Context: an optimization exercise on an open-source flow, tuned for small area, a short achievable clock period and few clock cycles. The choices shown serve that exercise and are no tape-out recipe. In this exercise RTL edits were held to simulation tests only and were not proved equivalent to the original. Power and IR drop assume default switching activity.

Design riscv_cpu, start of the top module:
module riscv_cpu (
    input         clk, reset,
    output [31:0] PC,
    input  [31:0] Instr,
    output        MemWrite,
    output [31:0] Mem_WrAddr, Mem_WrData,
    input  [31:0] ReadData
);
Size in the first run: roughly 5500 cells after synthesis, ~1300 flip-flops, ~66000 um2 of cells after synthesis.
export LEC_CHECK = 0
export CAP_MARGIN = 20
export CORE_MARGIN = 2
export CORE_UTILIZATION = 35
export SETUP_SLACK_MARGIN = 5
export SLEW_MARGIN = 20
export SYNTH_HIERARCHICAL = 1
export SYNTH_MINIMUM_KEEP_SIZE = 20
create_clock -name core_clock -period 12.0 [get_ports {clk}]
standard.sh (not shown) runs the stock make flow with config.mk's settings and CLKGATE_MAP_FILE= SYNTH_SCRIPT=/design/flow/synth_recipe.tcl, a recipe that flattens the netlist after the stock synthesis.
==> flow/flow/run.sh <==
#!/bin/bash
# The standard layout (standard.sh), run in two parts, with these changes
# to how it is made (the SDC, with its clock period, is unchanged):
#  - timing repair aims at a setup margin of 7.9 ns up to CTS, and of 8.3 ns
#    at global routing (to leave room for what detailed routing adds)
#  - port buffers start as buf_4 instead of the delay buffer ORFS picks
#  - CTS: clkbuf_16 sink buffers on clusters of up to 16 flip-flops, no dummy loads
# make's full output goes to flow_cts.log and flow_finish.log in this folder.
set -euo pipefail
COMMON=(
  "BUFFER_PORTS_ARGS=-buffer_cell sky130_fd_sc_hd__buf_4"
  "CTS_ARGS=-sink_clustering_enable -repair_clock_nets -dont_use_dummy_load -sink_clustering_buffer sky130_fd_sc_hd__clkbuf_16 -sink_clustering_size 16 -sink_clustering_max_diameter 100"
)
bash standard.sh "${COMMON[@]}" SETUP_SLACK_MARGIN=7.9 cts > flow_cts.log 2>&1
bash standard.sh "${COMMON[@]}" SETUP_SLACK_MARGIN=8.3 finish > flow_finish.log 2>&1
Testbench counts at the start, summed over its fixed seeds: cycles 781,420.
Change:
==> flow/flow/run.sh (replaced) <==
#!/bin/bash
# The standard layout (standard.sh) with these changes to how it is made:
#  - timing repair aims at a setup margin of 7.9 ns (the SDC, with its clock
#    period, is unchanged)
#  - port buffers start as buf_4 instead of the delay buffer ORFS picks
#  - CTS: clkbuf_8 sink buffers, no dummy loads
# make's full output goes to flow.log in this folder.
set -euo pipefail
bash standard.sh \
  SETUP_SLACK_MARGIN=7.9 \
  "BUFFER_PORTS_ARGS=-buffer_cell sky130_fd_sc_hd__buf_4" \
  "CTS_ARGS=-sink_clustering_enable -repair_clock_nets -dont_use_dummy_load -sink_clustering_buffer sky130_fd_sc_hd__clkbuf_8" \
  finish > flow.log 2>&1
What happened: Total power came out lower slightly; synthesized area is unchanged; first-iteration DRC count went up slightly; cell area went down by a few percent; setup slack is worse by 0.27 ns; global-route usage goes up by 0.20 points; cell count falls slightly; critical path depth climbs by 1; clock skew drops by 0.027 ns; fmax drops by a few percent; non-clock buffer count is lower by 187.
Change:
==> flow/flow/run.sh (replaced) <==
#!/bin/bash
# The standard layout (standard.sh), run in two parts, with these changes
# to how it is made (the SDC, with its clock period, is unchanged):
#  - timing repair aims at a setup margin of 7.9 ns up to CTS, and of 8.3 ns
#    at global routing (to leave room for what detailed routing adds)
#  - port buffers start as buf_4 instead of the delay buffer ORFS picks
#  - CTS: clkbuf_8 sink buffers, no dummy loads
#  - one more round of timing repair after global routing (flow/grt_extra.tcl)
# make's full output goes to flow_cts.log and flow_finish.log in this folder.
set -euo pipefail
COMMON=(
  "BUFFER_PORTS_ARGS=-buffer_cell sky130_fd_sc_hd__buf_4"
  "CTS_ARGS=-sink_clustering_enable -repair_clock_nets -dont_use_dummy_load -sink_clustering_buffer sky130_fd_sc_hd__clkbuf_8"
)
bash standard.sh "${COMMON[@]}" SETUP_SLACK_MARGIN=7.9 cts > flow_cts.log 2>&1
bash standard.sh "${COMMON[@]}" SETUP_SLACK_MARGIN=8.3 "POST_GLOBAL_ROUTE_TCL=$PWD/flow/grt_extra.tcl" finish > flow_finish.log 2>&1
==> flow/flow/grt_extra.tcl (new file) <==
# one more round of timing repair on the global-routing parasitics
puts "extra timing repair after global routing"
log_cmd global_route -start_incremental
log_cmd estimate_parasitics -global_routing
repair_timing -setup_margin $::env(SETUP_SLACK_MARGIN) -hold_margin 0 -repair_tns 100 -verbose
log_cmd detailed_placement
log_cmd global_route -end_incremental
log_cmd estimate_parasitics -global_routing
report_worst_slack -max
What happened:
- The new run ran to the end with no violations
- setup slack is better by 0.30 ns
- sequential power came out lower by about 1%
- register-to-register slack improves by 0.28 ns
- hold slack gains 0.0094 ns
Change:
--- a/flow/flow/run.sh
+++ b/flow/flow/run.sh
@@ -7 +7 @@
-#  - CTS: clkbuf_8 sink buffers, no dummy loads
+#  - CTS: clkbuf_16 sink buffers on clusters of up to 16 flip-flops, no dummy loads
@@ -13 +13 @@
-  "CTS_ARGS=-sink_clustering_enable -repair_clock_nets -dont_use_dummy_load -sink_clustering_buffer sky130_fd_sc_hd__clkbuf_8"
+  "CTS_ARGS=-sink_clustering_enable -repair_clock_nets -dont_use_dummy_load -sink_clustering_buffer sky130_fd_sc_hd__clkbuf_16 -sink_clustering_size 16 -sink_clustering_max_diameter 100"
=> The changed run completed with no timing, DRC or antenna violations; via count shrinks slightly; wire length shrinks slightly; synthesized area does not change; clock-buffer cell count shrinks by 116; hold slack got worse by 0.041 ns.

## static timing again, ports no longer ideal
How much do the figures lean on ideal ports? The routed layouts below were timed once more, with nothing changed but the port constraints. Step 1 assumes that a clkbuf_16 drives the clock port and a buf_2 every other input. Step 2, shift: input delay + t, output delay - t, t = (earliest + latest rising clock arrival at the registers) / 2. This alone moves slack from input paths to output paths. a / b / c = ideal ports / drivers / drivers and shift; a / b = the first two.
| run | t (ns) | setup slack, ns | latest minus earliest clock arrival (ns) |
|---|---|---|---|
| the first run | 0.821 | 8.124 / 8.143 / 7.357 | 0.121 / 0.122 |
| the second run | 0.858 | 7.858 / 7.879 / 7.060 | 0.098 / 0.098 |
| the third run | 0.867 | 8.156 / 8.126 / 7.376 | 0.097 / 0.097 |
| the fourth run | 0.820 | 8.206 / 8.154 / 7.409 | 0.116 / 0.116 |
After both steps setup and hold are still met in every run listed. For the second run, which loses most, drivers alone change the setup slack by +0.021 ns; drivers and shift together by -0.798 ns.
